This is an optimization exercise on Yosys and OpenROAD, whose aim is a short achievable clock period and few clock cycles, not a production implementation.
The RTL was checked by simulation tests, not by an equivalence proof against the original design.

## flow/design.v (module list and top-level ports; edited modules follow where they fit)
// module TourLogic: 767 lines
module TourLogic(clk,rst_n,x_start,y_start,go,done,indx,move);
  // ...
==> flow/run.sh <==
#!/bin/bash
# synth_recipe.tcl (not shown) runs the flow's synth.tcl, then flattens the netlist and writes it again
# the make line also repeats each setting of config.mk as NAME=value (left out here)
make -C /OpenROAD-flow-scripts/flow DESIGN_CONFIG=/design/flow/config.mk WORK_HOME=/design/flow/orfs CLKGATE_MAP_FILE= SYNTH_SCRIPT=/design/flow/synth_recipe.tcl finish
==> flow/config.mk <==
export PLATFORM = sky130hd
export DESIGN_NAME = TourLogic
export DESIGN_NICKNAME = TourLogic
export VERILOG_FILES = /design/flow/design.v
export SDC_FILE = /design/flow/constraint.sdc
export NUM_CORES = 4
export LEC_CHECK = 0
export ABC_CLOCK_PERIOD_IN_PS = 4000
export CAP_MARGIN = 20
export CORE_MARGIN = 2
export CORE_UTILIZATION = 35
export SETUP_SLACK_MARGIN = 5
export SLEW_MARGIN = 20
==> flow/constraint.sdc <==
create_clock -name core_clock -period 10.0 [get_ports {clk}]
set_input_delay 2.0000 -clock core_clock [delete_from_list [all_inputs] [get_ports {clk}]]
set_output_delay 2.0000 -clock core_clock [all_outputs]
set_load 0.01 [all_outputs]
==> flow_summary_export.csv, run 1 <==
group,metric,value,unit
global_routing,grt_pass1_vias,25126,
timing,hold_violations,0,
final_layout,buf_share,10.6,%
global_routing,grt_pass1_wl,193,mm
final_layout,multi_input_area_share,43.6,%
place,port_buffers,22,
timing,fin_setup_tns,0,ps
route,num_vias,27217,
status,status,"timing/DRC/antenna clean",
floorplanning,start_util,35.2,%
route,vias_per_cell,6.78,
final_layout,layout_top_registers,"stk (192), acstk (72)",
final_layout,final-clk-cell-share,4.30,%
synth,avgSynthCellArea,10.8,µm²
route,wl_per_cell,35.2,µm
clocking,htreeDepth,2,
timing,tightest_slew,1190,ps
synth,synth_warnings,1,
place,pre_cts_ws,2360,ps
global_routing,grt-ovfl-total,0,
global_routing,top_usage_layer,"met2",
route,wl_met3,18.3,mm
final_layout,multi_input_area,15900,µm²
timing,layout_min_cycle_time,5840,ps
place,placed_area,30400,µm²
worst_setup_path,path_depth,42,
Testbench counts, summed over its fixed seeds: cycles 3,993.
==> run 2: changes to the inputs <==
--- a/flow/design.v
+++ b/flow/design.v
@@ -63,17 +63,16 @@
   assign A[18] = unv[18] & nc18[1]; assign U2[18] = unv[18] & nc18[2]; assign U3[18] = unv[18] & nc18[3];
   assign A[19] = unv[19] & nc19[1]; assign U2[19] = unv[19] & nc19[2]; assign U3[19] = unv[19] & nc19[3];
   assign A[20] = unv[20] & nc20[1]; assign U2[20] = unv[20] & nc20[2]; assign U3[20] = 1'b0;
   assign A[21] = unv[21] & nc21[1]; assign U2[21] = unv[21] & nc21[2]; assign U3[21] = unv[21] & nc21[3];
   assign A[22] = unv[22] & nc22[1]; assign U2[22] = unv[22] & nc22[2]; assign U3[22] = unv[22] & nc22[3];
   assign A[23] = unv[23] & nc23[1]; assign U2[23] = unv[23] & nc23[2]; assign U3[23] = unv[23] & nc23[3];
   assign A[24] = unv[24] & nc24[1]; assign U2[24] = unv[24] & nc24[2]; assign U3[24] = 1'b0;
   wire a0 = acls[0], a1 = acls[1], a2 = acls[2];
-  wire d_lt21 = (depth < 5'd21);    
   wire d_lt22 = (depth < 5'd22);    
   logic [24:0] ok1, G;
   logic [24:0] c0, c1, c2;          
   wire cz1 = ~U2[7] & ~U2[11];
   wire co1 = (~U2[7] & U2[11]) | (U2[7] & ~U2[11]);
   wire ct1 = (~U2[7] & 1'b0) | (U2[7] & U2[11]) | (1'b0 & ~U2[11]);
   wire an0_0 = a0 | (a1 & A[0]);
   wire an1_0 = (a1 & ~A[0]) | (a2 & A[0]);
@@ -499,68 +498,443 @@
   assign sel[1] = valid[1] & ~valid[0];
   assign sel[2] = valid[2] & ~valid[0] & ~valid[1];
   assign sel[3] = valid[3] & ~valid[0] & ~valid[1] & ~valid[2];
   assign sel[4] = valid[4] & ~valid[0] & ~valid[1] & ~valid[2] & ~valid[3];
   assign sel[5] = valid[5] & ~valid[0] & ~valid[1] & ~valid[2] & ~valid[3] & ~valid[4];
   assign sel[6] = valid[6] & ~valid[0] & ~valid[1] & ~valid[2] & ~valid[3] & ~valid[4] & ~valid[5];
   assign sel[7] = valid[7] & ~valid[0] & ~valid[1] & ~valid[2] & ~valid[3] & ~valid[4] & ~valid[5] & ~valid[6];
   wire adv = |valid;
-  logic [24:0] n1h, d1;
-  assign n1h[0] = ((cur[7] & sel[4]) | (cur[11] & sel[3]));
-  assign n1h[1] = ((cur[8] & sel[4]) | (cur[10] & sel[2]) | (cur[12] & sel[3]));
-  assign n1h[2] = ((cur[5] & sel[1]) | (cur[9] & sel[4]) | (cur[11] & sel[2]) | (cur[13] & sel[3]));
-  assign n1h[3] = ((cur[6] & sel[1]) | (cur[12] & sel[2]) | (cur[14] & sel[3]));
-  assign n1h[4] = ((cur[7] & sel[1]) | (cur[13] & sel[2]));
-  assign n1h[5] = ((cur[2] & sel[5]) | (cur[12] & sel[4]) | (cur[16] & sel[3]));
-  assign n1h[6] = ((cur[3] & sel[5]) | (cur[13] & sel[4]) | (cur[15] & sel[2]) | (cur[17] & sel[3]));
-  assign n1h[7] = ((cur[0] & sel[0]) | (cur[4] & sel[5]) | (cur[10] & sel[1]) | (cur[14] & sel[4]) | (cur[16] & sel[2]) | (cur[18] & sel[3]));
-  assign n1h[8] = ((cur[1] & sel[0]) | (cur[11] & sel[1]) | (cur[17] & sel[2]) | (cur[19] & sel[3]));
-  assign n1h[9] = ((cur[2] & sel[0]) | (cur[12] & sel[1]) | (cur[18] & sel[2]));
-  assign n1h[10] = ((cur[1] & sel[6]) | (cur[7] & sel[5]) | (cur[17] & sel[4]) | (cur[21] & sel[3]));
-  assign n1h[11] = ((cur[0] & sel[7]) | (cur[2] & sel[6]) | (cur[8] & sel[5]) | (cur[18] & sel[4]) | (cur[20] & sel[2]) | (cur[22] & sel[3]));
-  assign n1h[12] = ((cur[1] & sel[7]) | (cur[3] & sel[6]) | (cur[5] & sel[0]) | (cur[9] & sel[5]) | (cur[15] & sel[1]) | (cur[19] & sel[4]) | (cur[21] & sel[2]) | (cur[23] & sel[3]));
-  assign n1h[13] = ((cur[2] & sel[7]) | (cur[4] & sel[6]) | (cur[6] & sel[0]) | (cur[16] & sel[1]) | (cur[22] & sel[2]) | (cur[24] & sel[3]));
-  assign n1h[14] = ((cur[3] & sel[7]) | (cur[7] & sel[0]) | (cur[17] & sel[1]) | (cur[23] & sel[2]));
-  assign n1h[15] = ((cur[6] & sel[6]) | (cur[12] & sel[5]) | (cur[22] & sel[4]));
-  assign n1h[16] = ((cur[5] & sel[7]) | (cur[7] & sel[6]) | (cur[13] & sel[5]) | (cur[23] & sel[4]));
-  assign n1h[17] = ((cur[6] & sel[7]) | (cur[8] & sel[6]) | (cur[10] & sel[0]) | (cur[14] & sel[5]) | (cur[20] & sel[1]) | (cur[24] & sel[4]));
-  assign n1h[18] = ((cur[7] & sel[7]) | (cur[9] & sel[6]) | (cur[11] & sel[0]) | (cur[21] & sel[1]));
-  assign n1h[19] = ((cur[8] & sel[7]) | (cur[12] & sel[0]) | (cur[22] & sel[1]));
-  assign n1h[20] = ((cur[11] & sel[6]) | (cur[17] & sel[5]));
-  assign n1h[21] = ((cur[10] & sel[7]) | (cur[12] & sel[6]) | (cur[18] & sel[5]));
-  assign n1h[22] = ((cur[11] & sel[7]) | (cur[13] & sel[6]) | (cur[15] & sel[0]) | (cur[19] & sel[5]));
-  assign n1h[23] = ((cur[12] & sel[7]) | (cur[14] & sel[6]) | (cur[16] & sel[0]));
-  assign n1h[24] = ((cur[13] & sel[7]) | (cur[17] & sel[0]));
-  assign d1[0] = (n1h[7] | n1h[11]);
-  assign d1[1] = (n1h[8] | n1h[10] | n1h[12]);
-  assign d1[2] = (n1h[9] | n1h[5] | n1h[11] | n1h[13]);
-  assign d1[3] = (n1h[6] | n1h[12] | n1h[14]);
-  assign d1[4] = (n1h[7] | n1h[13]);
-  assign d1[5] = (n1h[12] | n1h[2] | n1h[16]);
-  assign d1[6] = (n1h[13] | n1h[3] | n1h[15] | n1h[17]);
-  assign d1[7] = (n1h[14] | n1h[4] | n1h[0] | n1h[10] | n1h[16] | n1h[18]);
-  assign d1[8] = (n1h[1] | n1h[11] | n1h[17] | n1h[19]);
-  assign d1[9] = (n1h[2] | n1h[12] | n1h[18]);
-  assign d1[10] = (n1h[17] | n1h[7] | n1h[1] | n1h[21]);
-  assign d1[11] = (n1h[18] | n1h[8] | n1h[2] | n1h[0] | n1h[20] | n1h[22]);
-  assign d1[12] = (n1h[19] | n1h[9] | n1h[3] | n1h[1] | n1h[5] | n1h[15] | n1h[21] | n1h[23]);
-  assign d1[13] = (n1h[4] | n1h[2] | n1h[6] | n1h[16] | n1h[22] | n1h[24]);
-  assign d1[14] = (n1h[3] | n1h[7] | n1h[17] | n1h[23]);
-  assign d1[15] = (n1h[22] | n1h[12] | n1h[6]);
-  assign d1[16] = (n1h[23] | n1h[13] | n1h[7] | n1h[5]);
-  assign d1[17] = (n1h[24] | n1h[14] | n1h[8] | n1h[6] | n1h[10] | n1h[20]);
-  assign d1[18] = (n1h[9] | n1h[7] | n1h[11] | n1h[21]);
-  assign d1[19] = (n1h[8] | n1h[12] | n1h[22]);
-  assign d1[20] = (n1h[17] | n1h[11]);
-  assign d1[21] = (n1h[18] | n1h[12] | n1h[10]);
-  assign d1[22] = (n1h[19] | n1h[13] | n1h[11] | n1h[15]);
-  assign d1[23] = (n1h[14] | n1h[12] | n1h[16]);
-  assign d1[24] = (n1h[13] | n1h[17]);
-  wire [2:0] ac1 = ({3{n1h[0]}} & {c2[0], c1[0], c0[0]}) | ({3{n1h[1]}} & {c2[1], c1[1], c0[1]}) | ({3{n1h[2]}} & {c2[2], c1[2], c0[2]}) | ({3{n1h[3]}} & {c2[3], c1[3], c0[3]}) | ({3{n1h[4]}} & {c2[4], c1[4], c0[4]}) | ({3{n1h[5]}} & {c2[5], c1[5], c0[5]}) | ({3{n1h[6]}} & {c2[6], c1[6], c0[6]}) | ({3{n1h[7]}} & {c2[7], c1[7], c0[7]}) | ({3{n1h[8]}} & {c2[8], c1[8], c0[8]}) | ({3{n1h[9]}} & {c2[9], c1[9], c0[9]}) | ({3{n1h[10]}} & {c2[10], c1[10], c0[10]}) | ({3{n1h[11]}} & {c2[11], c1[11], c0[11]}) | ({3{n1h[12]}} & {c2[12], c1[12], c0[12]}) | ({3{n1h[13]}} & {c2[13], c1[13], c0[13]}) | ({3{n1h[14]}} & {c2[14], c1[14], c0[14]}) | ({3{n1h[15]}} & {c2[15], c1[15], c0[15]}) | ({3{n1h[16]}} & {c2[16], c1[16], c0[16]}) | ({3{n1h[17]}} & {c2[17], c1[17], c0[17]}) | ({3{n1h[18]}} & {c2[18], c1[18], c0[18]}) | ({3{n1h[19]}} & {c2[19], c1[19], c0[19]}) | ({3{n1h[20]}} & {c2[20], c1[20], c0[20]}) | ({3{n1h[21]}} & {c2[21], c1[21], c0[21]}) | ({3{n1h[22]}} & {c2[22], c1[22], c0[22]}) | ({3{n1h[23]}} & {c2[23], c1[23], c0[23]}) | ({3{n1h[24]}} & {c2[24], c1[24], c0[24]});
+  logic [24:0] N1_0, D1_0;
+  logic [2:0] C1_0;
+  assign N1_0[0] = 1'b0;
+  assign D1_0[0] = (cur[0]);
+  assign N1_0[1] = 1'b0;
+  assign D1_0[1] = (cur[1] | cur[5]);
+  assign N1_0[2] = 1'b0;
+  assign D1_0[2] = (cur[2] | cur[6]);
+  assign N1_0[3] = 1'b0;
+  assign D1_0[3] = (cur[5] | cur[7]);
+  assign N1_0[4] = 1'b0;
+  assign D1_0[4] = (cur[0] | cur[6]);
+  assign N1_0[5] = 1'b0;
+  assign D1_0[5] = (cur[5]);
+  assign N1_0[6] = 1'b0;
+  assign D1_0[6] = (cur[6] | cur[10]);
+  assign N1_0[7] = (cur[0]);
+  assign D1_0[7] = (cur[7] | cur[11]);
+  assign N1_0[8] = (cur[1]);
+  assign D1_0[8] = (cur[10] | cur[12]);
+  assign N1_0[9] = (cur[2]);
+  assign D1_0[9] = (cur[5] | cur[11]);
+  assign N1_0[10] = 1'b0;
+  assign D1_0[10] = (cur[0] | cur[10]);
+  assign N1_0[11] = 1'b0;
+  assign D1_0[11] = (cur[1] | cur[11] | cur[15]);
+  assign N1_0[12] = (cur[5]);
+  assign D1_0[12] = (cur[2] | cur[12] | cur[16]);
+  assign N1_0[13] = (cur[6]);
+  assign D1_0[13] = (cur[15] | cur[17]);
+  assign N1_0[14] = (cur[7]);
+  assign D1_0[14] = (cur[0] | cur[10] | cur[16]);
+  assign N1_0[15] = 1'b0;
+  assign D1_0[15] = (cur[5] | cur[15]);
+  assign N1_0[16] = 1'b0;
+  assign D1_0[16] = (cur[0] | cur[6] | cur[16]);
+  assign N1_0[17] = (cur[10]);
+  assign D1_0[17] = (cur[1] | cur[7] | cur[17]);
+  assign N1_0[18] = (cur[11]);
+  assign D1_0[18] = (cur[0] | cur[2]);
+  assign N1_0[19] = (cur[12]);
+  assign D1_0[19] = (cur[1] | cur[5] | cur[15]);
+  assign N1_0[20] = 1'b0;
+  assign D1_0[20] = (cur[10]);
+  assign N1_0[21] = 1'b0;
+  assign D1_0[21] = (cur[5] | cur[11]);
+  assign N1_0[22] = (cur[15]);
+  assign D1_0[22] = (cur[6] | cur[12]);
+  assign N1_0[23] = (cur[16]);
+  assign D1_0[23] = (cur[5] | cur[7]);
+  assign N1_0[24] = (cur[17]);
+  assign D1_0[24] = (cur[6] | cur[10]);
+  assign C1_0 = ({3{cur[0]}} & {c2[7], c1[7], c0[7]}) | ({3{cur[1]}} & {c2[8], c1[8], c0[8]}) | ({3{cur[2]}} & {c2[9], c1[9], c0[9]}) | ({3{cur[5]}} & {c2[12], c1[12], c0[12]}) | ({3{cur[6]}} & {c2[13], c1[13], c0[13]}) | ({3{cur[7]}} & {c2[14], c1[14], c0[14]}) | ({3{cur[10]}} & {c2[17], c1[17], c0[17]}) | ({3{cur[11]}} & {c2[18], c1[18], c0[18]}) | ({3{cur[12]}} & {c2[19], c1[19], c0[19]}) | ({3{cur[15]}} & {c2[22], c1[22], c0[22]}) | ({3{cur[16]}} & {c2[23], c1[23], c0[23]}) | ({3{cur[17]}} & {c2[24], c1[24], c0[24]});
+  logic [24:0] N1_1, D1_1;
+  logic [2:0] C1_1;
+  assign N1_1[0] = 1'b0;
+  assign D1_1[0] = (cur[10]);
+  assign N1_1[1] = 1'b0;
+  assign D1_1[1] = (cur[11] | cur[15]);
+  assign N1_1[2] = (cur[5]);
+  assign D1_1[2] = (cur[12] | cur[16]);
+  assign N1_1[3] = (cur[6]);
+  assign D1_1[3] = (cur[15] | cur[17]);
+  assign N1_1[4] = (cur[7]);
+  assign D1_1[4] = (cur[10] | cur[16]);
+  assign N1_1[5] = 1'b0;
+  assign D1_1[5] = (cur[5] | cur[15]);
+  assign N1_1[6] = 1'b0;
+  assign D1_1[6] = (cur[6] | cur[16] | cur[20]);
+  assign N1_1[7] = (cur[10]);
+  assign D1_1[7] = (cur[7] | cur[17] | cur[21]);
+  assign N1_1[8] = (cur[11]);
+  assign D1_1[8] = (cur[20] | cur[22]);
+  assign N1_1[9] = (cur[12]);
+  assign D1_1[9] = (cur[5] | cur[15] | cur[21]);
+  assign N1_1[10] = 1'b0;
+  assign D1_1[10] = (cur[10] | cur[20]);
+  assign N1_1[11] = 1'b0;
+  assign D1_1[11] = (cur[5] | cur[11] | cur[21]);
+  assign N1_1[12] = (cur[15]);
+  assign D1_1[12] = (cur[6] | cur[12] | cur[22]);
+  assign N1_1[13] = (cur[16]);
+  assign D1_1[13] = (cur[5] | cur[7]);
+  assign N1_1[14] = (cur[17]);
+  assign D1_1[14] = (cur[6] | cur[10] | cur[20]);
+  assign N1_1[15] = 1'b0;
+  assign D1_1[15] = (cur[15]);
+  assign N1_1[16] = 1'b0;
+  assign D1_1[16] = (cur[10] | cur[16]);
+  assign N1_1[17] = (cur[20]);
+  assign D1_1[17] = (cur[11] | cur[17]);
+  assign N1_1[18] = (cur[21]);
+  assign D1_1[18] = (cur[10] | cur[12]);
+  assign N1_1[19] = (cur[22]);
+  assign D1_1[19] = (cur[11] | cur[15]);
+  assign N1_1[20] = 1'b0;
+  assign D1_1[20] = (cur[20]);
+  assign N1_1[21] = 1'b0;
+  assign D1_1[21] = (cur[15] | cur[21]);
+  assign N1_1[22] = 1'b0;
+  assign D1_1[22] = (cur[16] | cur[22]);
+  assign N1_1[23] = 1'b0;
+  assign D1_1[23] = (cur[15] | cur[17]);
+  assign N1_1[24] = 1'b0;
+  assign D1_1[24] = (cur[16] | cur[20]);
+  assign C1_1 = ({3{cur[5]}} & {c2[2], c1[2], c0[2]}) | ({3{cur[6]}} & {c2[3], c1[3], c0[3]}) | ({3{cur[7]}} & {c2[4], c1[4], c0[4]}) | ({3{cur[10]}} & {c2[7], c1[7], c0[7]}) | ({3{cur[11]}} & {c2[8], c1[8], c0[8]}) | ({3{cur[12]}} & {c2[9], c1[9], c0[9]}) | ({3{cur[15]}} & {c2[12], c1[12], c0[12]}) | ({3{cur[16]}} & {c2[13], c1[13], c0[13]}) | ({3{cur[17]}} & {c2[14], c1[14], c0[14]}) | ({3{cur[20]}} & {c2[17], c1[17], c0[17]}) | ({3{cur[21]}} & {c2[18], c1[18], c0[18]}) | ({3{cur[22]}} & {c2[19], c1[19], c0[19]});
+  logic [24:0] N1_2, D1_2;
+  logic [2:0] C1_2;
+  assign N1_2[0] = 1'b0;
+  assign D1_2[0] = (cur[16] | cur[20]);
+  assign N1_2[1] = (cur[10]);
+  assign D1_2[1] = (cur[17] | cur[21]);
+  assign N1_2[2] = (cur[11]);
+  assign D1_2[2] = (cur[18] | cur[20] | cur[22]);
+  assign N1_2[3] = (cur[12]);
+  assign D1_2[3] = (cur[15] | cur[21] | cur[23]);
+  assign N1_2[4] = (cur[13]);
+  assign D1_2[4] = (cur[16] | cur[22]);
+  assign N1_2[5] = 1'b0;
+  assign D1_2[5] = (cur[11] | cur[21]);
+  assign N1_2[6] = (cur[15]);
+  assign D1_2[6] = (cur[12] | cur[22]);
+  assign N1_2[7] = (cur[16]);
+  assign D1_2[7] = (cur[13] | cur[23]);
+  assign N1_2[8] = (cur[17]);
+  assign D1_2[8] = (cur[10] | cur[20]);
+  assign N1_2[9] = (cur[18]);
+  assign D1_2[9] = (cur[11] | cur[21]);
+  assign N1_2[10] = 1'b0;
+  assign D1_2[10] = (cur[10] | cur[16]);
+  assign N1_2[11] = (cur[20]);
+  assign D1_2[11] = (cur[11] | cur[17]);
+  assign N1_2[12] = (cur[21]);
+  assign D1_2[12] = (cur[10] | cur[12] | cur[18]);
+  assign N1_2[13] = (cur[22]);
+  assign D1_2[13] = (cur[11] | cur[13] | cur[15]);
+  assign N1_2[14] = (cur[23]);
+  assign D1_2[14] = (cur[12] | cur[16]);
+  assign N1_2[15] = 1'b0;
+  assign D1_2[15] = (cur[15] | cur[21]);
+  assign N1_2[16] = 1'b0;
+  assign D1_2[16] = (cur[16] | cur[22]);
+  assign N1_2[17] = 1'b0;
+  assign D1_2[17] = (cur[15] | cur[17] | cur[23]);
+  assign N1_2[18] = 1'b0;
+  assign D1_2[18] = (cur[16] | cur[18] | cur[20]);
+  assign N1_2[19] = 1'b0;
+  assign D1_2[19] = (cur[17] | cur[21]);
+  assign N1_2[20] = 1'b0;
+  assign D1_2[20] = (cur[20]);
+  assign N1_2[21] = 1'b0;
+  assign D1_2[21] = (cur[21]);
+  assign N1_2[22] = 1'b0;
+  assign D1_2[22] = (cur[20] | cur[22]);
+  assign N1_2[23] = 1'b0;
+  assign D1_2[23] = (cur[21] | cur[23]);
+  assign N1_2[24] = 1'b0;
+  assign D1_2[24] = (cur[22]);
+  assign C1_2 = ({3{cur[10]}} & {c2[1], c1[1], c0[1]}) | ({3{cur[11]}} & {c2[2], c1[2], c0[2]}) | ({3{cur[12]}} & {c2[3], c1[3], c0[3]}) | ({3{cur[13]}} & {c2[4], c1[4], c0[4]}) | ({3{cur[15]}} & {c2[6], c1[6], c0[6]}) | ({3{cur[16]}} & {c2[7], c1[7], c0[7]}) | ({3{cur[17]}} & {c2[8], c1[8], c0[8]}) | ({3{cur[18]}} & {c2[9], c1[9], c0[9]}) | ({3{cur[20]}} & {c2[11], c1[11], c0[11]}) | ({3{cur[21]}} & {c2[12], c1[12], c0[12]}) | ({3{cur[22]}} & {c2[13], c1[13], c0[13]}) | ({3{cur[23]}} & {c2[14], c1[14], c0[14]});
+  logic [24:0] N1_3, D1_3;
+  logic [2:0] C1_3;
+  assign N1_3[0] = (cur[11]);
+  assign D1_3[0] = (cur[18] | cur[22]);
+  assign N1_3[1] = (cur[12]);
+  assign D1_3[1] = (cur[19] | cur[21] | cur[23]);
+  assign N1_3[2] = (cur[13]);
+  assign D1_3[2] = (cur[16] | cur[22] | cur[24]);
+  assign N1_3[3] = (cur[14]);
+  assign D1_3[3] = (cur[17] | cur[23]);
+  assign N1_3[4] = 1'b0;
+  assign D1_3[4] = (cur[18] | cur[24]);
+  assign N1_3[5] = (cur[16]);
+  assign D1_3[5] = (cur[13] | cur[23]);
+  assign N1_3[6] = (cur[17]);
+  assign D1_3[6] = (cur[14] | cur[24]);
+  assign N1_3[7] = (cur[18]);
+  assign D1_3[7] = (cur[11] | cur[21]);
+  assign N1_3[8] = (cur[19]);
+  assign D1_3[8] = (cur[12] | cur[22]);
+  assign N1_3[9] = 1'b0;
+  assign D1_3[9] = (cur[13] | cur[23]);
+  assign N1_3[10] = (cur[21]);
+  assign D1_3[10] = (cur[12] | cur[18]);
+  assign N1_3[11] = (cur[22]);
+  assign D1_3[11] = (cur[11] | cur[13] | cur[19]);
+  assign N1_3[12] = (cur[23]);
+  assign D1_3[12] = (cur[12] | cur[14] | cur[16]);
+  assign N1_3[13] = (cur[24]);
+  assign D1_3[13] = (cur[13] | cur[17]);
+  assign N1_3[14] = 1'b0;
+  assign D1_3[14] = (cur[14] | cur[18]);
+  assign N1_3[15] = 1'b0;
+  assign D1_3[15] = (cur[17] | cur[23]);
+  assign N1_3[16] = 1'b0;
+  assign D1_3[16] = (cur[16] | cur[18] | cur[24]);
+  assign N1_3[17] = 1'b0;
+  assign D1_3[17] = (cur[17] | cur[19] | cur[21]);
+  assign N1_3[18] = 1'b0;
+  assign D1_3[18] = (cur[18] | cur[22]);
+  assign N1_3[19] = 1'b0;
+  assign D1_3[19] = (cur[19] | cur[23]);
+  assign N1_3[20] = 1'b0;
+  assign D1_3[20] = (cur[22]);
+  assign N1_3[21] = 1'b0;
+  assign D1_3[21] = (cur[21] | cur[23]);
+  assign N1_3[22] = 1'b0;
+  assign D1_3[22] = (cur[22] | cur[24]);
+  assign N1_3[23] = 1'b0;
+  assign D1_3[23] = (cur[23]);
+  assign N1_3[24] = 1'b0;
+  assign D1_3[24] = (cur[24]);
+  assign C1_3 = ({3{cur[11]}} & {c2[0], c1[0], c0[0]}) | ({3{cur[12]}} & {c2[1], c1[1], c0[1]}) | ({3{cur[13]}} & {c2[2], c1[2], c0[2]}) | ({3{cur[14]}} & {c2[3], c1[3], c0[3]}) | ({3{cur[16]}} & {c2[5], c1[5], c0[5]}) | ({3{cur[17]}} & {c2[6], c1[6], c0[6]}) | ({3{cur[18]}} & {c2[7], c1[7], c0[7]}) | ({3{cur[19]}} & {c2[8], c1[8], c0[8]}) | ({3{cur[21]}} & {c2[10], c1[10], c0[10]}) | ({3{cur[22]}} & {c2[11], c1[11], c0[11]}) | ({3{cur[23]}} & {c2[12], c1[12], c0[12]}) | ({3{cur[24]}} & {c2[13], c1[13], c0[13]});
+  logic [24:0] N1_4, D1_4;
+  logic [2:0] C1_4;
+  assign N1_4[0] = (cur[7]);
+  assign D1_4[0] = (cur[14] | cur[18]);
+  assign N1_4[1] = (cur[8]);
+  assign D1_4[1] = (cur[17] | cur[19]);
+  assign N1_4[2] = (cur[9]);
+  assign D1_4[2] = (cur[12] | cur[18]);
+  assign N1_4[3] = 1'b0;
+  assign D1_4[3] = (cur[13] | cur[19]);
+  assign N1_4[4] = 1'b0;
+  assign D1_4[4] = (cur[14]);
+  assign N1_4[5] = (cur[12]);
+  assign D1_4[5] = (cur[9] | cur[19] | cur[23]);
+  assign N1_4[6] = (cur[13]);
+  assign D1_4[6] = (cur[22] | cur[24]);
+  assign N1_4[7] = (cur[14]);
+  assign D1_4[7] = (cur[7] | cur[17] | cur[23]);
+  assign N1_4[8] = 1'b0;
+  assign D1_4[8] = (cur[8] | cur[18] | cur[24]);
+  assign N1_4[9] = 1'b0;
+  assign D1_4[9] = (cur[9] | cur[19]);
+  assign N1_4[10] = (cur[17]);
+  assign D1_4[10] = (cur[8] | cur[14] | cur[24]);
+  assign N1_4[11] = (cur[18]);
+  assign D1_4[11] = (cur[7] | cur[9]);
+  assign N1_4[12] = (cur[19]);
+  assign D1_4[12] = (cur[8] | cur[12] | cur[22]);
+  assign N1_4[13] = 1'b0;
+  assign D1_4[13] = (cur[9] | cur[13] | cur[23]);
+  assign N1_4[14] = 1'b0;
+  assign D1_4[14] = (cur[14] | cur[24]);
+  assign N1_4[15] = (cur[22]);
+  assign D1_4[15] = (cur[13] | cur[19]);
+  assign N1_4[16] = (cur[23]);
+  assign D1_4[16] = (cur[12] | cur[14]);
+  assign N1_4[17] = (cur[24]);
+  assign D1_4[17] = (cur[13] | cur[17]);
+  assign N1_4[18] = 1'b0;
+  assign D1_4[18] = (cur[14] | cur[18]);
+  assign N1_4[19] = 1'b0;
+  assign D1_4[19] = (cur[19]);
+  assign N1_4[20] = 1'b0;
+  assign D1_4[20] = (cur[18] | cur[24]);
+  assign N1_4[21] = 1'b0;
+  assign D1_4[21] = (cur[17] | cur[19]);
+  assign N1_4[22] = 1'b0;
+  assign D1_4[22] = (cur[18] | cur[22]);
+  assign N1_4[23] = 1'b0;
+  assign D1_4[23] = (cur[19] | cur[23]);
+  assign N1_4[24] = 1'b0;
+  assign D1_4[24] = (cur[24]);
+  assign C1_4 = ({3{cur[7]}} & {c2[0], c1[0], c0[0]}) | ({3{cur[8]}} & {c2[1], c1[1], c0[1]}) | ({3{cur[9]}} & {c2[2], c1[2], c0[2]}) | ({3{cur[12]}} & {c2[5], c1[5], c0[5]}) | ({3{cur[13]}} & {c2[6], c1[6], c0[6]}) | ({3{cur[14]}} & {c2[7], c1[7], c0[7]}) | ({3{cur[17]}} & {c2[10], c1[10], c0[10]}) | ({3{cur[18]}} & {c2[11], c1[11], c0[11]}) | ({3{cur[19]}} & {c2[12], c1[12], c0[12]}) | ({3{cur[22]}} & {c2[15], c1[15], c0[15]}) | ({3{cur[23]}} & {c2[16], c1[16], c0[16]}) | ({3{cur[24]}} & {c2[17], c1[17], c0[17]});
+  logic [24:0] N1_5, D1_5;
+  logic [2:0] C1_5;
+  assign N1_5[0] = 1'b0;
+  assign D1_5[0] = (cur[4] | cur[8]);
+  assign N1_5[1] = 1'b0;
+  assign D1_5[1] = (cur[7] | cur[9]);
+  assign N1_5[2] = 1'b0;
+  assign D1_5[2] = (cur[2] | cur[8]);
+  assign N1_5[3] = 1'b0;
+  assign D1_5[3] = (cur[3] | cur[9]);
+  assign N1_5[4] = 1'b0;
+  assign D1_5[4] = (cur[4]);
+  assign N1_5[5] = (cur[2]);
+  assign D1_5[5] = (cur[9] | cur[13]);
+  assign N1_5[6] = (cur[3]);
+  assign D1_5[6] = (cur[12] | cur[14]);
+  assign N1_5[7] = (cur[4]);
+  assign D1_5[7] = (cur[7] | cur[13]);
+  assign N1_5[8] = 1'b0;
+  assign D1_5[8] = (cur[8] | cur[14]);
+  assign N1_5[9] = 1'b0;
+  assign D1_5[9] = (cur[9]);
+  assign N1_5[10] = (cur[7]);
+  assign D1_5[10] = (cur[4] | cur[14] | cur[18]);
+  assign N1_5[11] = (cur[8]);
+  assign D1_5[11] = (cur[17] | cur[19]);
+  assign N1_5[12] = (cur[9]);
+  assign D1_5[12] = (cur[2] | cur[12] | cur[18]);
+  assign N1_5[13] = 1'b0;
+  assign D1_5[13] = (cur[3] | cur[13] | cur[19]);
+  assign N1_5[14] = 1'b0;
+  assign D1_5[14] = (cur[4] | cur[14]);
+  assign N1_5[15] = (cur[12]);
+  assign D1_5[15] = (cur[3] | cur[9] | cur[19]);
+  assign N1_5[16] = (cur[13]);
+  assign D1_5[16] = (cur[2] | cur[4]);
+  assign N1_5[17] = (cur[14]);
+  assign D1_5[17] = (cur[3] | cur[7] | cur[17]);
+  assign N1_5[18] = 1'b0;
+  assign D1_5[18] = (cur[4] | cur[8] | cur[18]);
+  assign N1_5[19] = 1'b0;
+  assign D1_5[19] = (cur[9] | cur[19]);
+  assign N1_5[20] = (cur[17]);
+  assign D1_5[20] = (cur[8] | cur[14]);
+  assign N1_5[21] = (cur[18]);
+  assign D1_5[21] = (cur[7] | cur[9]);
+  assign N1_5[22] = (cur[19]);
+  assign D1_5[22] = (cur[8] | cur[12]);
+  assign N1_5[23] = 1'b0;
+  assign D1_5[23] = (cur[9] | cur[13]);
+  assign N1_5[24] = 1'b0;
+  assign D1_5[24] = (cur[14]);
+  assign C1_5 = ({3{cur[2]}} & {c2[5], c1[5], c0[5]}) | ({3{cur[3]}} & {c2[6], c1[6], c0[6]}) | ({3{cur[4]}} & {c2[7], c1[7], c0[7]}) | ({3{cur[7]}} & {c2[10], c1[10], c0[10]}) | ({3{cur[8]}} & {c2[11], c1[11], c0[11]}) | ({3{cur[9]}} & {c2[12], c1[12], c0[12]}) | ({3{cur[12]}} & {c2[15], c1[15], c0[15]}) | ({3{cur[13]}} & {c2[16], c1[16], c0[16]}) | ({3{cur[14]}} & {c2[17], c1[17], c0[17]}) | ({3{cur[17]}} & {c2[20], c1[20], c0[20]}) | ({3{cur[18]}} & {c2[21], c1[21], c0[21]}) | ({3{cur[19]}} & {c2[22], c1[22], c0[22]});
+  logic [24:0] N1_6, D1_6;
+  logic [2:0] C1_6;
+  assign N1_6[0] = 1'b0;
+  assign D1_6[0] = (cur[2]);
+  assign N1_6[1] = 1'b0;
+  assign D1_6[1] = (cur[1] | cur[3]);
+  assign N1_6[2] = 1'b0;
+  assign D1_6[2] = (cur[2] | cur[4]);
+  assign N1_6[3] = 1'b0;
+  assign D1_6[3] = (cur[3]);
+  assign N1_6[4] = 1'b0;
+  assign D1_6[4] = (cur[4]);
+  assign N1_6[5] = 1'b0;
+  assign D1_6[5] = (cur[3] | cur[7]);
+  assign N1_6[6] = 1'b0;
+  assign D1_6[6] = (cur[4] | cur[6] | cur[8]);
+  assign N1_6[7] = 1'b0;
+  assign D1_6[7] = (cur[1] | cur[7] | cur[9]);
+  assign N1_6[8] = 1'b0;
+  assign D1_6[8] = (cur[2] | cur[8]);
+  assign N1_6[9] = 1'b0;
+  assign D1_6[9] = (cur[3] | cur[9]);
+  assign N1_6[10] = (cur[1]);
+  assign D1_6[10] = (cur[8] | cur[12]);
+  assign N1_6[11] = (cur[2]);
+  assign D1_6[11] = (cur[9] | cur[11] | cur[13]);
+  assign N1_6[12] = (cur[3]);
+  assign D1_6[12] = (cur[6] | cur[12] | cur[14]);
+  assign N1_6[13] = (cur[4]);
+  assign D1_6[13] = (cur[7] | cur[13]);
+  assign N1_6[14] = 1'b0;
+  assign D1_6[14] = (cur[8] | cur[14]);
+  assign N1_6[15] = (cur[6]);
+  assign D1_6[15] = (cur[3] | cur[13]);
+  assign N1_6[16] = (cur[7]);
+  assign D1_6[16] = (cur[4] | cur[14]);
+  assign N1_6[17] = (cur[8]);
+  assign D1_6[17] = (cur[1] | cur[11]);
+  assign N1_6[18] = (cur[9]);
+  assign D1_6[18] = (cur[2] | cur[12]);
+  assign N1_6[19] = 1'b0;
+  assign D1_6[19] = (cur[3] | cur[13]);
+  assign N1_6[20] = (cur[11]);
+  assign D1_6[20] = (cur[2] | cur[8]);
+  assign N1_6[21] = (cur[12]);
+  assign D1_6[21] = (cur[1] | cur[3] | cur[9]);
+  assign N1_6[22] = (cur[13]);
+  assign D1_6[22] = (cur[2] | cur[4] | cur[6]);
+  assign N1_6[23] = (cur[14]);
+  assign D1_6[23] = (cur[3] | cur[7]);
+  assign N1_6[24] = 1'b0;
+  assign D1_6[24] = (cur[4] | cur[8]);
+  assign C1_6 = ({3{cur[1]}} & {c2[10], c1[10], c0[10]}) | ({3{cur[2]}} & {c2[11], c1[11], c0[11]}) | ({3{cur[3]}} & {c2[12], c1[12], c0[12]}) | ({3{cur[4]}} & {c2[13], c1[13], c0[13]}) | ({3{cur[6]}} & {c2[15], c1[15], c0[15]}) | ({3{cur[7]}} & {c2[16], c1[16], c0[16]}) | ({3{cur[8]}} & {c2[17], c1[17], c0[17]}) | ({3{cur[9]}} & {c2[18], c1[18], c0[18]}) | ({3{cur[11]}} & {c2[20], c1[20], c0[20]}) | ({3{cur[12]}} & {c2[21], c1[21], c0[21]}) | ({3{cur[13]}} & {c2[22], c1[22], c0[22]}) | ({3{cur[14]}} & {c2[23], c1[23], c0[23]});
+  logic [24:0] N1_7, D1_7;
+  logic [2:0] C1_7;
+  assign N1_7[0] = 1'b0;
+  assign D1_7[0] = (cur[0]);
+  assign N1_7[1] = 1'b0;
+  assign D1_7[1] = (cur[1]);
+  assign N1_7[2] = 1'b0;
+  assign D1_7[2] = (cur[0] | cur[2]);
+  assign N1_7[3] = 1'b0;
+  assign D1_7[3] = (cur[1] | cur[3]);
+  assign N1_7[4] = 1'b0;
+  assign D1_7[4] = (cur[2]);
+  assign N1_7[5] = 1'b0;
+  assign D1_7[5] = (cur[1] | cur[5]);
+  assign N1_7[6] = 1'b0;
+  assign D1_7[6] = (cur[2] | cur[6]);
+  assign N1_7[7] = 1'b0;
+  assign D1_7[7] = (cur[3] | cur[5] | cur[7]);
+  assign N1_7[8] = 1'b0;
+  assign D1_7[8] = (cur[0] | cur[6] | cur[8]);
+  assign N1_7[9] = 1'b0;
+  assign D1_7[9] = (cur[1] | cur[7]);
+  assign N1_7[10] = 1'b0;
+  assign D1_7[10] = (cur[6] | cur[10]);
+  assign N1_7[11] = (cur[0]);
+  assign D1_7[11] = (cur[7] | cur[11]);
+  assign N1_7[12] = (cur[1]);
+  assign D1_7[12] = (cur[8] | cur[10] | cur[12]);
+  assign N1_7[13] = (cur[2]);
+  assign D1_7[13] = (cur[5] | cur[11] | cur[13]);
+  assign N1_7[14] = (cur[3]);
+  assign D1_7[14] = (cur[6] | cur[12]);
+  assign N1_7[15] = 1'b0;
+  assign D1_7[15] = (cur[1] | cur[11]);
+  assign N1_7[16] = (cur[5]);
+  assign D1_7[16] = (cur[2] | cur[12]);
+  assign N1_7[17] = (cur[6]);
+  assign D1_7[17] = (cur[3] | cur[13]);
+  assign N1_7[18] = (cur[7]);
+  assign D1_7[18] = (cur[0] | cur[10]);
+  assign N1_7[19] = (cur[8]);
+  assign D1_7[19] = (cur[1] | cur[11]);
+  assign N1_7[20] = 1'b0;
+  assign D1_7[20] = (cur[0] | cur[6]);
+  assign N1_7[21] = (cur[10]);
+  assign D1_7[21] = (cur[1] | cur[7]);
+  assign N1_7[22] = (cur[11]);
+  assign D1_7[22] = (cur[0] | cur[2] | cur[8]);
+  assign N1_7[23] = (cur[12]);
+  assign D1_7[23] = (cur[1] | cur[3] | cur[5]);
+  assign N1_7[24] = (cur[13]);
+  assign D1_7[24] = (cur[2] | cur[6]);
+  assign C1_7 = ({3{cur[0]}} & {c2[11], c1[11], c0[11]}) | ({3{cur[1]}} & {c2[12], c1[12], c0[12]}) | ({3{cur[2]}} & {c2[13], c1[13], c0[13]}) | ({3{cur[3]}} & {c2[14], c1[14], c0[14]}) | ({3{cur[5]}} & {c2[16], c1[16], c0[16]}) | ({3{cur[6]}} & {c2[17], c1[17], c0[17]}) | ({3{cur[7]}} & {c2[18], c1[18], c0[18]}) | ({3{cur[8]}} & {c2[19], c1[19], c0[19]}) | ({3{cur[10]}} & {c2[21], c1[21], c0[21]}) | ({3{cur[11]}} & {c2[22], c1[22], c0[22]}) | ({3{cur[12]}} & {c2[23], c1[23], c0[23]}) | ({3{cur[13]}} & {c2[24], c1[24], c0[24]});
+  wire [24:0] n1h = ({25{sel[0]}} & N1_0) | ({25{sel[1]}} & N1_1) | ({25{sel[2]}} & N1_2) | ({25{sel[3]}} & N1_3) | ({25{sel[4]}} & N1_4) | ({25{sel[5]}} & N1_5) | ({25{sel[6]}} & N1_6) | ({25{sel[7]}} & N1_7);    
+  wire [24:0] d1  = ({25{sel[0]}} & D1_0) | ({25{sel[1]}} & D1_1) | ({25{sel[2]}} & D1_2) | ({25{sel[3]}} & D1_3) | ({25{sel[4]}} & D1_4) | ({25{sel[5]}} & D1_5) | ({25{sel[6]}} & D1_6) | ({25{sel[7]}} & D1_7);    
+  wire [2:0]  ac1 = ({3{sel[0]}} & C1_0) | ({3{sel[1]}} & C1_1) | ({3{sel[2]}} & C1_2) | ({3{sel[3]}} & C1_3) | ({3{sel[4]}} & C1_4) | ({3{sel[5]}} & C1_5) | ({3{sel[6]}} & C1_6) | ({3{sel[7]}} & C1_7);
   wire [4:0] dm1 = depth - 5'd1;
   wire [7:0] t = stk[dm1];
   logic [24:0] par, up;
   assign par[0] = ((t[0] & cur[7]) | (t[7] & cur[11]));
   assign up[0] = (cur[7] | cur[11]);
   assign par[1] = ((t[0] & cur[8]) | (t[6] & cur[10]) | (t[7] & cur[12]));
   assign up[1] = (cur[8] | cur[10] | cur[12]);
   assign par[2] = ((t[0] & cur[9]) | (t[5] & cur[5]) | (t[6] & cur[11]) | (t[7] & cur[13]));
==> flow_summary_export.csv, run 2 <==
group,metric,value,unit
status,status,"timing/DRC/antenna clean",
worst_setup_path,start_kind,"input port",
synth,synth_edf_count,438,
final_layout,drive_gt1_share,32.1,%
floorplanning,coreArea,88500,µm²
route,drc,0,
final_layout,largest_reg_flops,192,
place,gp_congestion,1.12,
global_routing,grtUsageMet3,13.8,%
worst_setup_path,cpMostUsedCell,"mux4_2",
floorplanning,die_h,303,µm
synth,seq_area_frac_synth,42.9,%
timing,hold_violations,0,
worst_setup_path,cp.arrival,3600,ps
timing,post-route-period-util,56.0,%
clocking,cts_hold_buffers,0,
route,num_vias,32944,
floorplanning,io_pins,23,
timing,drv_slew,0,
worst_setup_path,r2r_setup_slack,4420,ps
final_layout,syn2layout_area_growth,31.5,%
global_routing,grt_pass1_wl,218,mm
route,vias_per_cell,7.21,
route,drt_pass1_iterations,17,
clocking,cts_root_buf,"clkbuf_16",
timing,slew_headroom,18.2,%
synth,synth_top_cell_area_share,42.0,%
clocking,clkSlewWorstSetupHoldPaths,60,ps
route,drtIter0Drc,6775,
floorplanning,start_util,35.4,%
route,antenna_left,0,
final_layout,nets,3432,
global_routing,top_usage_layer,"met2",
synth,avgSynthCellArea,10.2,µm²
synth,synth.area.top_cells,"edfxtp_1 42%, mux4_2 9.6%, nand2_1 4.6%, a21oi_1 3.5%, nor2_1 2.3%",
worst_setup_path,cp.buffers_inverters,3,
final_layout,final_util,46.5,%
worst_setup_path,crit_type,"input port to output pin",
min_path,hold_path_class,"flip-flop to flip-flop",
synth,ys_top_cells_by_count,"438 x edfxtp_1, 382 x nand2_1, 217 x a21oi_1",
global_routing,grt_max_degree,95,
synth,netlist_area,31300,µm²
timing,tightest_slew,1220,ps
floorplanning,die_x,303,µm
synth,yosysMostFrequentCell,"edfxtp_1",
synth,synth_warnings,1,
clocking,cts_made_buffers,44,
final_layout,final_cell_mix,"438 x edfxtp_1, 366 x nand2_1, 312 x buf_4, 179 x a21oi_1, 153 x nor2_1",
synth,ys.flop_type,"edfxtp_1",
worst_setup_path,critPathCaptureType,"output pin",
route,wl_per_cell,35.9,µm
place,hpwl,99.6,mm
synth,ys_ff_latch,452,
final_layout,nFillCells,7813,
synth,synth_nets,3145,
synth,synth_cell_types,107,
timing,fmax,179,MHz
clocking,htreeDepth,2,
job,drv_cap,0,
clocking,cts_tree,"done",
timing,finalSetupViolations,0,
final_layout,regMostFlops,"stk",
worst_setup_path,cp_max_fo,5,
worst_setup_path,slowest_stage,"mux4_2",
timing,whs,549,ps
clocking,clock_sinks,452,
floorplanning,die_area,91900,µm²
worst_setup_path,slowest_delay,500,ps
global_routing,antenna_found_initial,10,
timing,fin_setup_tns,0,ps
final_layout,layout_top_registers,"stk (192), acstk (72)",
global_routing,grt_use_met2,45.4,%
timing,layout_min_cycle_time,5600,ps
synth,synthArstFlopShare,0.221,%
global_routing,grt_util_met1,43.3,%
clocking,clock_latency,620,ps
global_routing,grt_use_total,33.1,%
global_routing,grt-ovfl-total,0,
floorplanning,num_rows,109,
worst_setup_path,cp_cell_sequence,"buf_12 > bufbuf_16 > mux4_2 > mux4_2 > nor2_1 > a21oi_2 > buf_2",
route,drt_wl_total,164,mm
timing,rsz0062_at_grt,"yes",
worst_setup_path,crit_family,"multiplexers",
clocking,cts_buffer_depth,3,
global_routing,grt_pass1_vias,28986,
synth,netlist_instances,3074,
final_layout,final_common_cell,"edfxtp_1",
place,port_buffers,22,
synth,yosysTopAreaCell,"edfxtp_1",
timing,clock_skew,28.5,ps
worst_setup_path,crit_required,8000,ps
-- run 2: what timing repair did --
action                                  4_1_cts  5_1_grt
pin swaps                                    68      130
endpoints found under the setup margin      771      569
gates resized for setup                     333      385
gates cloned                                 18       31
setup buffers                               190      138
-- run 2: cells by family (layout without fill, tap and decap cells) --
logic type / Yosys count / after routing / synth area share (%)
buffers and inverters: 358 / 675 / 4.71
DFF: 452 / 452 / 42.9
adders and majority gates: 57 / 57 / 2.28
AOI/OAI and AO/OA: 967 / 967 / 22.1
other: 0 / 6 / 0
xor gates and xnor gates: 16 / 16 / 0.496
muxes: 184 / 184 / 11.2
and+or+nand+nor: 1040 / 1046 / 16.2
-- run 2: per-stage QoR --
stage	setup slack, ps	instance area (µm²)	std cells
2_1_floorplan	4620	31400	3074
3_3_place_gp	2350	32900	4102
3_5_place_dp	2060	32900	4102
4_1_cts	4420	37900	4392
5_1_grt	4300	41200	4563
6_report	4400	41200	4568
-- run 2: worst min-delay path, stage by stage, from the launching register on --
cell and delay (ps):
dfxtp_1 310, inv_1 80, a21oi_1 120
-- run 2: final cells by class --
type                       instances  area (µm²)  share of cell area (%)
clock inverter                    36         435                    1.06
antenna                            6        15.0                  0.0365
clock buffer                      46        1110                    2.69
inverter                          84         408                   0.990
timing repair buffer             508        5420                    13.2
timing repair inverter             1        8.76                  0.0213
sequential                       452       13400                    32.6
tap                             1165        1460                    3.54
multi-input combinational       2270       18900                    45.9
-- run 2: final timing paths --
check,from,to,cells past startpoint
min in group asynchronous,rst_n,busy,1
max,indx[0],move[0],7
min reg2reg,mask[7],mask[7],2
max in group asynchronous,rst_n,busy,1
min,mask[7],mask[7],2
max reg2reg,vis[24],cur[12],17
-- run 2: metal layers --
layer	vias to the layer above	share of wire (%)
met2	3265	39
met3	894	16
met5	-	0.19
met1	15930	36
met4	12	8.8
li1	12843	-
Testbench counts of run 2, summed over its fixed seeds: cycles 3,993.

-- separate check: timing with driven ports --
In the flow no input, the clock included, has a driving cell. The finished layouts below were timed again as built, in two steps. Step 1, drivers: a clkbuf_16 drives clk and a buf_2 each remaining input, both assumed. Step 2, shift: input delay + t, output delay - t, t = (earliest + latest rising clock arrival at the registers) / 2. This alone moves slack from input paths to output paths. Three values: ideal ports, drivers, drivers and shift; two values: the first two.
run | t, ns | setup WS [ns] | worst data-port slew with drivers (ns)
run 1 | 0.677 | 4.163 / 3.915 / 3.915 | 0.56
run 2 | 0.669 | 4.398 / 3.981 / 3.981 | 0.49
After both steps setup and hold are still met in every run listed. For run 2, which loses most, drivers alone change the setup slack by -0.417 ns; drivers and shift together by -0.417 ns.
